From an optimization exercise on the open Yosys and OpenROAD flow, aimed at small area and a short achievable clock period; shortcuts taken in it are not production practice. At most, simulation tests tie the RTL to the original design; equivalence was not proved.

==> sierra <==
==> flow/design.v (excerpt) <==
module rtc_top (
                input logic         clk_i,
                input logic         rstn_i,
                input logic         date_update_i,
                input logic [31:0]  date_i,
                output logic [31:0] date_o,
                input logic         clock_update_i,
                output logic [21:0] clock_o,
                input logic [21:0]  clock_i,
                input logic [9:0]   init_sec_cnt_i,
                input logic         calibre_update_i,
                input logic [15:0]  calibre_sec_cnt_i,
                output logic [15:0] calibre_sec_cnt_o,
                input logic         timer_update_i,
                input logic         timer_enable_i,
                input logic         timer_retrig_i,
                input logic [16:0]  timer_target_i,
                output logic [16:0] timer_value_o,
                input logic         alarm_enable_i,
  ...
==> flow/config.mk <==
export PLATFORM = sky130hd
export DESIGN_NAME = rtc_top
export DESIGN_NICKNAME = rtc_top
export VERILOG_FILES = /design/flow/design.v
export SDC_FILE = /design/flow/constraint.sdc
export NUM_CORES = 4
export LEC_CHECK = 0
export CAP_MARGIN = 20
export CORE_MARGIN = 2
export CORE_UTILIZATION = 40
export CTS_BUF_LIST = sky130_fd_sc_hd__clkbuf_8
export CTS_CLUSTER_SIZE = 10
export SETUP_SLACK_MARGIN = 2.45
export SLEW_MARGIN = 20
==> flow/constraint.sdc <==
create_clock -name core_clock -period 5.0 [get_ports {clk_i}]
set_input_delay 1.0000 -clock core_clock [delete_from_list [all_inputs] [get_ports {clk_i}]]
set_output_delay 1.0000 -clock core_clock [all_outputs]
set_load 0.01 [all_outputs]
standard.sh (not shown) runs the stock make flow with config.mk's settings and CLKGATE_MAP_FILE= SYNTH_SCRIPT=/design/flow/synth_recipe.tcl, a recipe that flattens the netlist after the stock synthesis.
==> flow/flow/run.sh <==
#!/bin/bash
# The standard layout, with two changes:
#  - synthesis maps the logic with flow/abc_map.script instead of ORFS's abc_speed.script
#    (flow/synth_abc.tcl is synth_recipe.tcl with that abc call swapped);
#  - the port buffers are made from the smallest buffer cell.
# Each tool writes its full log under orfs/logs; the make output goes to standard.log.
set -euo pipefail
HERE=$(pwd)
export ABC_SCRIPT=$HERE/flow/abc_map.script
export ABC_D=2000
export BUFFER_PORTS_ARGS="-buffer_cell sky130_fd_sc_hd__buf_1"
bash standard.sh SYNTH_SCRIPT=$HERE/flow/synth_abc.tcl finish > standard.log 2>&1
==> flow/flow/abc_map.script <==
strash
&get -n
&fraig -x
&put
scorr
dc2
dretime
strash
&get -n
&dch -f
&nf {D}
&put
buffer -c
upsize {D}
dnsize {D}
stime -p
==> flow/flow/synth_abc.tcl <==
proc synth {args} { yosys synth -nofsm -noshare {*}$args }
# abc with the mapping script named by ABC_SCRIPT and the delay target ABC_D (ps);
# the rest is synth_recipe.tcl unchanged
proc abc {args} {
  set i [lsearch -exact $args -script]
  if { $i >= 0 } { set args [lreplace $args [expr {$i + 1}] [expr {$i + 1}] $::env(ABC_SCRIPT)] }
  set j [lsearch -exact $args -D]
  if { $j >= 0 && [info exists ::env(ABC_D)] } { set args [lreplace $args [expr {$j + 1}] [expr {$j + 1}] $::env(ABC_D)] }
  yosys abc {*}$args
}
source $::env(SCRIPTS_DIR)/synth.tcl
# left out here: clear keep_hierarchy, flatten, clean up, hide names made inside functions, write 1_2_yosys.v
==> ember: changes against sierra <==
--- a/flow/design.v
+++ b/flow/design.v
@@ -327,17 +327,17 @@
          r_year            <= 14'h2000;
          r_sec_counter     <= 16'h1;
          r_sec_cnt_calibre <= 16'h7FFF;
          r_tick            <= 1'b0;
          r_timer           <= 17'h0;
          r_timer_target    <= 17'h0;
          r_timer_en        <= 1'b0;
          r_timer_retrig    <= 1'b0;
-         r_timer_match     <= 1'b0;   
+         r_timer_match     <= 1'b1;
          r_alarm_seconds   <= 8'h0;
          r_alarm_minutes   <= 8'h0;
          r_alarm_hours     <= 6'h0;
          r_alarm_year      <= 14'h0;
          r_alarm_month     <= 5'h0;
          r_alarm_day       <= 6'h0;
          r_alarm_mask      <= 6'h0;
          r_alarm_enable    <= 1'b0;
- SETUP_SLACK_MARGIN: 2.45 -> 2.3
==> summary of the runs <==
Of ember and sierra, sierra has the higher design area (gap about 1.6%, measured against sierra). In ember the routed wire length is smaller than in sierra, by about 0.25%. Between sierra and ember, the lower final cell count is in ember (gap 0.50%, measured against ember). Setup slack: sierra is better than ember (0.0099 ns). Sequential share of layout area: ember is higher than sierra (0.60 points). Clock skew: ember is higher than sierra (0.0019 ns). Die area is about the same in ember and sierra. ember produced a clean layout. sierra passed the timing, DRC and antenna checks. Of ember and sierra, sierra has the higher hold slack (gap 0.0064 ns).
Only the layout flow was run in sierra; the RTL was not checked for function there.

==> inputs of trial 12 <==
Another version of the RTL of rtc_top (not shown whole).
Settings: LEC_CHECK=0, CAP_MARGIN=20, CORE_MARGIN=2, CORE_UTILIZATION=40, SETUP_SLACK_MARGIN=2.6, SLEW_MARGIN=20; clock period 5.0 ns.
==> flow/flow/run.sh <==
#!/bin/bash
set -euo pipefail
export BUFFER_PORTS_ARGS="-buffer_cell sky130_fd_sc_hd__buf_1"
bash standard.sh finish > standard.log 2>&1
==> inputs of trial 89, as changes to trial 12 <==
--- a/flow/design.v
+++ b/flow/design.v
@@ -32,29 +32,30 @@
    logic [7:0]  r_seconds, r_minutes;
    logic [5:0]  r_hours;
    logic [5:0]  r_day;
    logic [4:0]  r_month;
    logic [13:0] r_year;
    logic [15:0] r_sec_counter, r_sec_cnt_calibre;
-   logic        r_tick;           
+   logic        r_tick_lo, r_tick_hi;   
+   logic        r_tick;
    logic [16:0] r_timer, r_timer_target;
    logic        r_timer_en, r_timer_retrig;
-   logic        r_timer_match;    
+   logic        r_tmatch_lo, r_tmatch_hi;   
+   logic        r_timer_match;
    logic [7:0]  r_alarm_seconds, r_alarm_minutes;
    logic [5:0]  r_alarm_hours;
    logic [13:0] r_alarm_year;
    logic [4:0]  r_alarm_month;
    logic [5:0]  r_alarm_day;
    logic [5:0]  r_alarm_mask;
    logic        r_alarm_enable;
    logic        r_sec59, r_min59, r_hour23;   
    logic        r_eom, r_eoy;     
    logic        n_eom;
-   logic        r_match_date;     
-   logic        r_match_time;     
-   logic        r_alarm_match;    
+   logic [6:0]  r_match;          
+   logic        r_alarm_armed;    
    logic [1:0]  r_event_flag;
    logic [7:0]  n_seconds, n_minutes;
    logic [5:0]  n_hours;
    logic [5:0]  n_day;
    logic [4:0]  n_month;
    logic [13:0] n_year;
@@ -65,18 +66,20 @@
    logic [5:0]  n_alarm_hours;
    logic [13:0] n_alarm_year;
    logic [4:0]  n_alarm_month;
    logic [5:0]  n_alarm_day;
    logic [5:0]  n_alarm_mask;
    logic        n_alarm_enable;
-   logic        n_match_date, n_match_time;
+   logic [6:0]  n_match;
    logic [1:0]  n_event_flag;
    logic        s_alarm_event, s_timer_event;
    logic        s_upd_min, s_upd_hour, s_new_day;
    logic        s_end_of_month, s_end_of_year;
-   assign s_alarm_event = r_alarm_enable & r_match_date & r_match_time & ~r_alarm_match;
+   assign r_tick        = r_tick_lo & r_tick_hi;
+   assign r_timer_match = r_tmatch_lo & r_tmatch_hi;
+   assign s_alarm_event = r_alarm_armed & (&r_match);
    assign s_timer_event = r_timer_en & r_timer_match;
    assign event_o       = s_alarm_event | s_timer_event;
    assign date_o            = {2'b00, r_year, 3'b000, r_month, 2'b00, r_day};
    assign clock_o           = {r_hours, r_minutes, r_seconds};
    assign calibre_sec_cnt_o = r_sec_cnt_calibre;
    assign timer_value_o     = r_timer;
@@ -252,18 +255,19 @@
       if (alarm_update_date_i) begin
          n_alarm_year  = alarm_date_i[29:16];
          n_alarm_month = alarm_date_i[12:8];
          n_alarm_day   = alarm_date_i[5:0];
       end
    end
-   assign n_match_date = (n_alarm_mask[5] | (n_year    == n_alarm_year))    &
-                         (n_alarm_mask[4] | (n_month   == n_alarm_month))   &
-                         (n_alarm_mask[3] | (n_day     == n_alarm_day));
-   assign n_match_time = (n_alarm_mask[2] | (n_hours   == n_alarm_hours))   &
-                         (n_alarm_mask[1] | (n_minutes == n_alarm_minutes)) &
-                         (n_alarm_mask[0] | (n_seconds == n_alarm_seconds));
+   assign n_match[6] = n_alarm_mask[5] | (n_year[13:8] == n_alarm_year[13:8]);
+   assign n_match[5] = n_alarm_mask[5] | (n_year[7:0]  == n_alarm_year[7:0]);
+   assign n_match[4] = n_alarm_mask[4] | (n_month   == n_alarm_month);
+   assign n_match[3] = n_alarm_mask[3] | (n_day     == n_alarm_day);
+   assign n_match[2] = n_alarm_mask[2] | (n_hours   == n_alarm_hours);
+   assign n_match[1] = n_alarm_mask[1] | (n_minutes == n_alarm_minutes);
+   assign n_match[0] = n_alarm_mask[0] | (n_seconds == n_alarm_seconds);
    logic [16:0] s_timer_inc;
    assign s_timer_inc[0] = ~r_timer[0];
    assign s_timer_inc[1] = r_timer[1] ^ (&r_timer[0:0]);
    assign s_timer_inc[2] = r_timer[2] ^ (&r_timer[1:0]);
    assign s_timer_inc[3] = r_timer[3] ^ (&r_timer[2:0]);
    assign s_timer_inc[4] = r_timer[4] ^ (&r_timer[3:0]);
@@ -276,22 +280,36 @@
    assign s_timer_inc[11] = r_timer[11] ^ (&r_timer[10:0]);
    assign s_timer_inc[12] = r_timer[12] ^ (&r_timer[11:0]);
    assign s_timer_inc[13] = r_timer[13] ^ (&r_timer[12:0]);
    assign s_timer_inc[14] = r_timer[14] ^ (&r_timer[13:0]);
    assign s_timer_inc[15] = r_timer[15] ^ (&r_timer[14:0]);
    assign s_timer_inc[16] = r_timer[16] ^ (&r_timer[15:0]);
-   logic n_timer_match;
+   logic n_tmatch_lo, n_tmatch_hi;
+   logic [7:0] s_timer_inc_hi;        
+   assign s_timer_inc_hi[0] = ~r_timer[9];
+   assign s_timer_inc_hi[1] = r_timer[10] ^ (&r_timer[9:9]);
+   assign s_timer_inc_hi[2] = r_timer[11] ^ (&r_timer[10:9]);
+   assign s_timer_inc_hi[3] = r_timer[12] ^ (&r_timer[11:9]);
+   assign s_timer_inc_hi[4] = r_timer[13] ^ (&r_timer[12:9]);
+   assign s_timer_inc_hi[5] = r_timer[14] ^ (&r_timer[13:9]);
+   assign s_timer_inc_hi[6] = r_timer[15] ^ (&r_timer[14:9]);
+   assign s_timer_inc_hi[7] = r_timer[16] ^ (&r_timer[15:9]);
    always_comb begin
-      if (timer_update_i)
-        n_timer_match = (timer_target_i == 17'h0);
-      else if (r_timer_en & r_timer_match)
-        n_timer_match = (r_timer_target == 17'h0);
-      else if (r_timer_en)
-        n_timer_match = (s_timer_inc == r_timer_target);
-      else
-        n_timer_match = r_timer_match;
+      if (timer_update_i) begin
+         n_tmatch_lo = (timer_target_i[8:0]  == 9'h0);
+         n_tmatch_hi = (timer_target_i[16:9] == 8'h0);
+      end else if (r_timer_en & r_timer_match) begin
+         n_tmatch_lo = (r_timer_target[8:0]  == 9'h0);
+         n_tmatch_hi = (r_timer_target[16:9] == 8'h0);
+      end else if (r_timer_en) begin
+         n_tmatch_lo = (s_timer_inc[8:0]  == r_timer_target[8:0]);
+         n_tmatch_hi = (&r_timer[8:0]) ? (s_timer_inc_hi == r_timer_target[16:9]) : r_tmatch_hi;
+      end else begin
+         n_tmatch_lo = r_tmatch_lo;
+         n_tmatch_hi = r_tmatch_hi;
+      end
    end
    always_comb begin
       n_timer_target = r_timer_target;
       n_timer_en     = r_timer_en;
       n_timer        = r_timer;
       if (timer_update_i) begin
@@ -324,18 +342,20 @@
          r_hours           <= 6'h0;
          r_day             <= 6'h01;
          r_month           <= 5'h01;
          r_year            <= 14'h2000;
          r_sec_counter     <= 16'h1;
          r_sec_cnt_calibre <= 16'h7FFF;
-         r_tick            <= 1'b0;
+         r_tick_lo         <= 1'b0;
+         r_tick_hi         <= 1'b0;
          r_timer           <= 17'h0;
          r_timer_target    <= 17'h0;
          r_timer_en        <= 1'b0;
          r_timer_retrig    <= 1'b0;
-         r_timer_match     <= 1'b1;
+         r_tmatch_lo       <= 1'b0;   
+         r_tmatch_hi       <= 1'b0;
          r_alarm_seconds   <= 8'h0;
          r_alarm_minutes   <= 8'h0;
          r_alarm_hours     <= 6'h0;
          r_alarm_year      <= 14'h0;
          r_alarm_month     <= 5'h0;
          r_alarm_day       <= 6'h0;
@@ -343,32 +363,33 @@
          r_alarm_enable    <= 1'b0;
          r_sec59           <= 1'b0;
          r_min59           <= 1'b0;
          r_hour23          <= 1'b0;
          r_eom             <= 1'b0;
          r_eoy             <= 1'b0;
-         r_match_date      <= 1'b0;
-         r_match_time      <= 1'b0;
-         r_alarm_match     <= 1'b0;
+         r_match           <= 7'b0;   
+         r_alarm_armed     <= 1'b0;
          r_event_flag      <= 2'h0;
       end else begin
          r_seconds         <= n_seconds;
          r_minutes         <= n_minutes;
          r_hours           <= n_hours;
          r_day             <= n_day;
          r_month           <= n_month;
          r_year            <= n_year;
          r_sec_counter     <= n_sec_counter;
          r_sec_cnt_calibre <= n_sec_cnt_calibre;
-         r_tick            <= (n_count == n_sec_cnt_calibre);
+         r_tick_lo         <= (n_count[7:0]  == n_sec_cnt_calibre[7:0]);
+         r_tick_hi         <= (n_count[15:8] == n_sec_cnt_calibre[15:8]);
          r_timer           <= n_timer;
          r_timer_target    <= n_timer_target;
          r_timer_en        <= n_timer_en;
          if (timer_update_i)
            r_timer_retrig  <= timer_retrig_i;
-         r_timer_match     <= (n_timer == n_timer_target);
+         r_tmatch_lo       <= n_tmatch_lo;
+         r_tmatch_hi       <= n_tmatch_hi;
          r_alarm_seconds   <= n_alarm_seconds;
          r_alarm_minutes   <= n_alarm_minutes;
          r_alarm_hours     <= n_alarm_hours;
          r_alarm_year      <= n_alarm_year;
          r_alarm_month     <= n_alarm_month;
          r_alarm_day       <= n_alarm_day;
@@ -376,13 +397,12 @@
          r_alarm_enable    <= n_alarm_enable;
          r_sec59           <= n_sec59;
          r_min59           <= n_min59;
          r_hour23          <= n_hour23;
          r_eom             <= n_eom;
          r_eoy             <= n_eom & (date_update_i ? (date_i[12:8] == 5'h12) : (r_month == 5'h12));
-         r_match_date      <= n_match_date;
-         r_match_time      <= n_match_time;
-         r_alarm_match     <= r_match_date & r_match_time;
+         r_match           <= n_match;
+         r_alarm_armed     <= n_alarm_enable & ~(&r_match);
          r_event_flag      <= n_event_flag;
       end
    end
 endmodule  
==> flow/flow/run.sh (replaced) <==
#!/bin/bash
# The standard layout, with two changes:
#  - synthesis maps the logic with flow/abc_map.script instead of ORFS's abc_speed.script
#    (flow/synth_abc.tcl is synth_recipe.tcl with that abc call swapped);
#  - the port buffers are made from the smallest buffer cell.
# Each tool writes its full log under orfs/logs; the make output goes to standard.log.
set -euo pipefail
HERE=$(pwd)
export ABC_SCRIPT=$HERE/flow/abc_map.script
export ABC_D=2000
export BUFFER_PORTS_ARGS="-buffer_cell sky130_fd_sc_hd__buf_1"
bash standard.sh SYNTH_SCRIPT=$HERE/flow/synth_abc.tcl finish > standard.log 2>&1
==> flow/flow/abc_map.script (new file) <==
strash
&get -n
&fraig -x
&put
scorr
dc2
dretime
strash
&get -n
&dch -f
&nf {D}
&put
buffer -c
upsize {D}
dnsize {D}
stime -p
==> flow/flow/synth_abc.tcl (new file) <==
proc synth {args} { yosys synth -nofsm -noshare {*}$args }
# abc with the mapping script named by ABC_SCRIPT and the delay target ABC_D (ps);
# the rest is synth_recipe.tcl unchanged
proc abc {args} {
  set i [lsearch -exact $args -script]
  if { $i >= 0 } { set args [lreplace $args [expr {$i + 1}] [expr {$i + 1}] $::env(ABC_SCRIPT)] }
  set j [lsearch -exact $args -D]
  if { $j >= 0 && [info exists ::env(ABC_D)] } { set args [lreplace $args [expr {$j + 1}] [expr {$j + 1}] $::env(ABC_D)] }
  yosys abc {*}$args
}
source $::env(SCRIPTS_DIR)/synth.tcl
# left out here: clear keep_hierarchy, flatten, clean up, hide names made inside functions, write 1_2_yosys.v
CTS_BUF_LIST = sky130_fd_sc_hd__clkbuf_8   (was unset)
CTS_CLUSTER_SIZE = 10   (was unset)
SETUP_SLACK_MARGIN = 2.3   (was 2.6)
==> inputs of trial 86, as changes to trial 12 <==
--- a/flow/design.v
+++ b/flow/design.v
@@ -362,13 +362,13 @@
          r_tick            <= (n_count == n_sec_cnt_calibre);
          r_timer           <= n_timer;
          r_timer_target    <= n_timer_target;
          r_timer_en        <= n_timer_en;
          if (timer_update_i)
            r_timer_retrig  <= timer_retrig_i;
-         r_timer_match     <= (n_timer == n_timer_target);
+         r_timer_match     <= n_timer_match;
          r_alarm_seconds   <= n_alarm_seconds;
          r_alarm_minutes   <= n_alarm_minutes;
          r_alarm_hours     <= n_alarm_hours;
          r_alarm_year      <= n_alarm_year;
          r_alarm_month     <= n_alarm_month;
          r_alarm_day       <= n_alarm_day;
CORE_UTILIZATION = 65   (was 40)
==> comparison table <==
| quantity | trial 86 | trial 89 | trial 12 |
|---|---|---|---|
| Outcome | timing/DRC/antenna clean | timing/DRC/antenna clean | timing/DRC/antenna clean |
| Met2 usage in global routing | 0.555 | 0.330 | 0.347 |
| Reg area | 0.00457 mm² | 0.00473 mm² | 0.00456 mm² |
| Final worst clock skew | 0.0122 ns | 0.0156 ns | 0.0118 ns |
| Top sig layer | met4 | met5 | met5 |
| N_diodes | 2 | 0 | 2 |
| Arrival @ worst endpoint | 3.15 ns | 3.04 ns | 3.39 ns |
| Stages on the worst setup path | 9 | 8 | 10 |
| Die boundary height | 134 µm | 165 µm | 164 µm |
| Post-synthesis simple-gate area fraction | 0.158 | 0.137 | 0.159 |
| Crit path launch type | flip-flop | input port | flip-flop |
| Placed cell areas | 0.0122 mm² | 0.0117 mm² | 0.0117 mm² |
| Hold wc startpoint | r_alarm_mask[3] | r_sec_counter[15] | r_sec_counter[0] |
| Switching Fraction | 0.305 | 0.319 | 0.319 |
| Layout cell share with drive strength beyond 1 | 0.192 | 0.136 | 0.219 |
No functional check of the RTL was part of trial 12 and trial 89.

[what the ideal ports hide]
Ports are ideal in the flow. The routed layouts listed here were re-timed in OpenROAD. Step 1, drivers: a clkbuf_16 drives clk_i and a buf_2 each remaining input, both assumed. Step 2, shift: input delay + t, output delay - t, t = (earliest + latest rising clock arrival at the registers) / 2. This alone moves slack from input paths to output paths. a / b / c = no drivers / after step 1 / after step 2; a / b = the first two.
run | t, ns | setup WS [ns] | hold WS [ns] | worst data-port slew with drivers (ns) | cell pins on the clock port's net
sierra | 0.496 | 2.318 / 2.318 / 1.873 | 0.490 / 0.490 / 0.490 | 0.06 | 1
ember | 0.491 | 2.308 / 2.308 / 1.817 | 0.483 / 0.483 / 0.483 | 0.08 | 1
trial 12 | 0.477 | 1.941 / 1.941 / 1.563 | 0.479 / 0.479 / 0.479 | 0.08 | 1
trial 89 | 0.511 | 2.352 / 2.356 / 1.859 | 0.478 / 0.478 / 0.478 | 0.07 | 1
trial 86 | 0.481 | 2.196 / 2.196 / 1.787 | 0.479 / 0.479 / 0.479 | 0.08 | 1
After both steps setup and hold are still met in every run listed. The setup slack of trial 89, which loses most, moves by +0.004 ns with the drivers and by -0.493 ns with both steps.
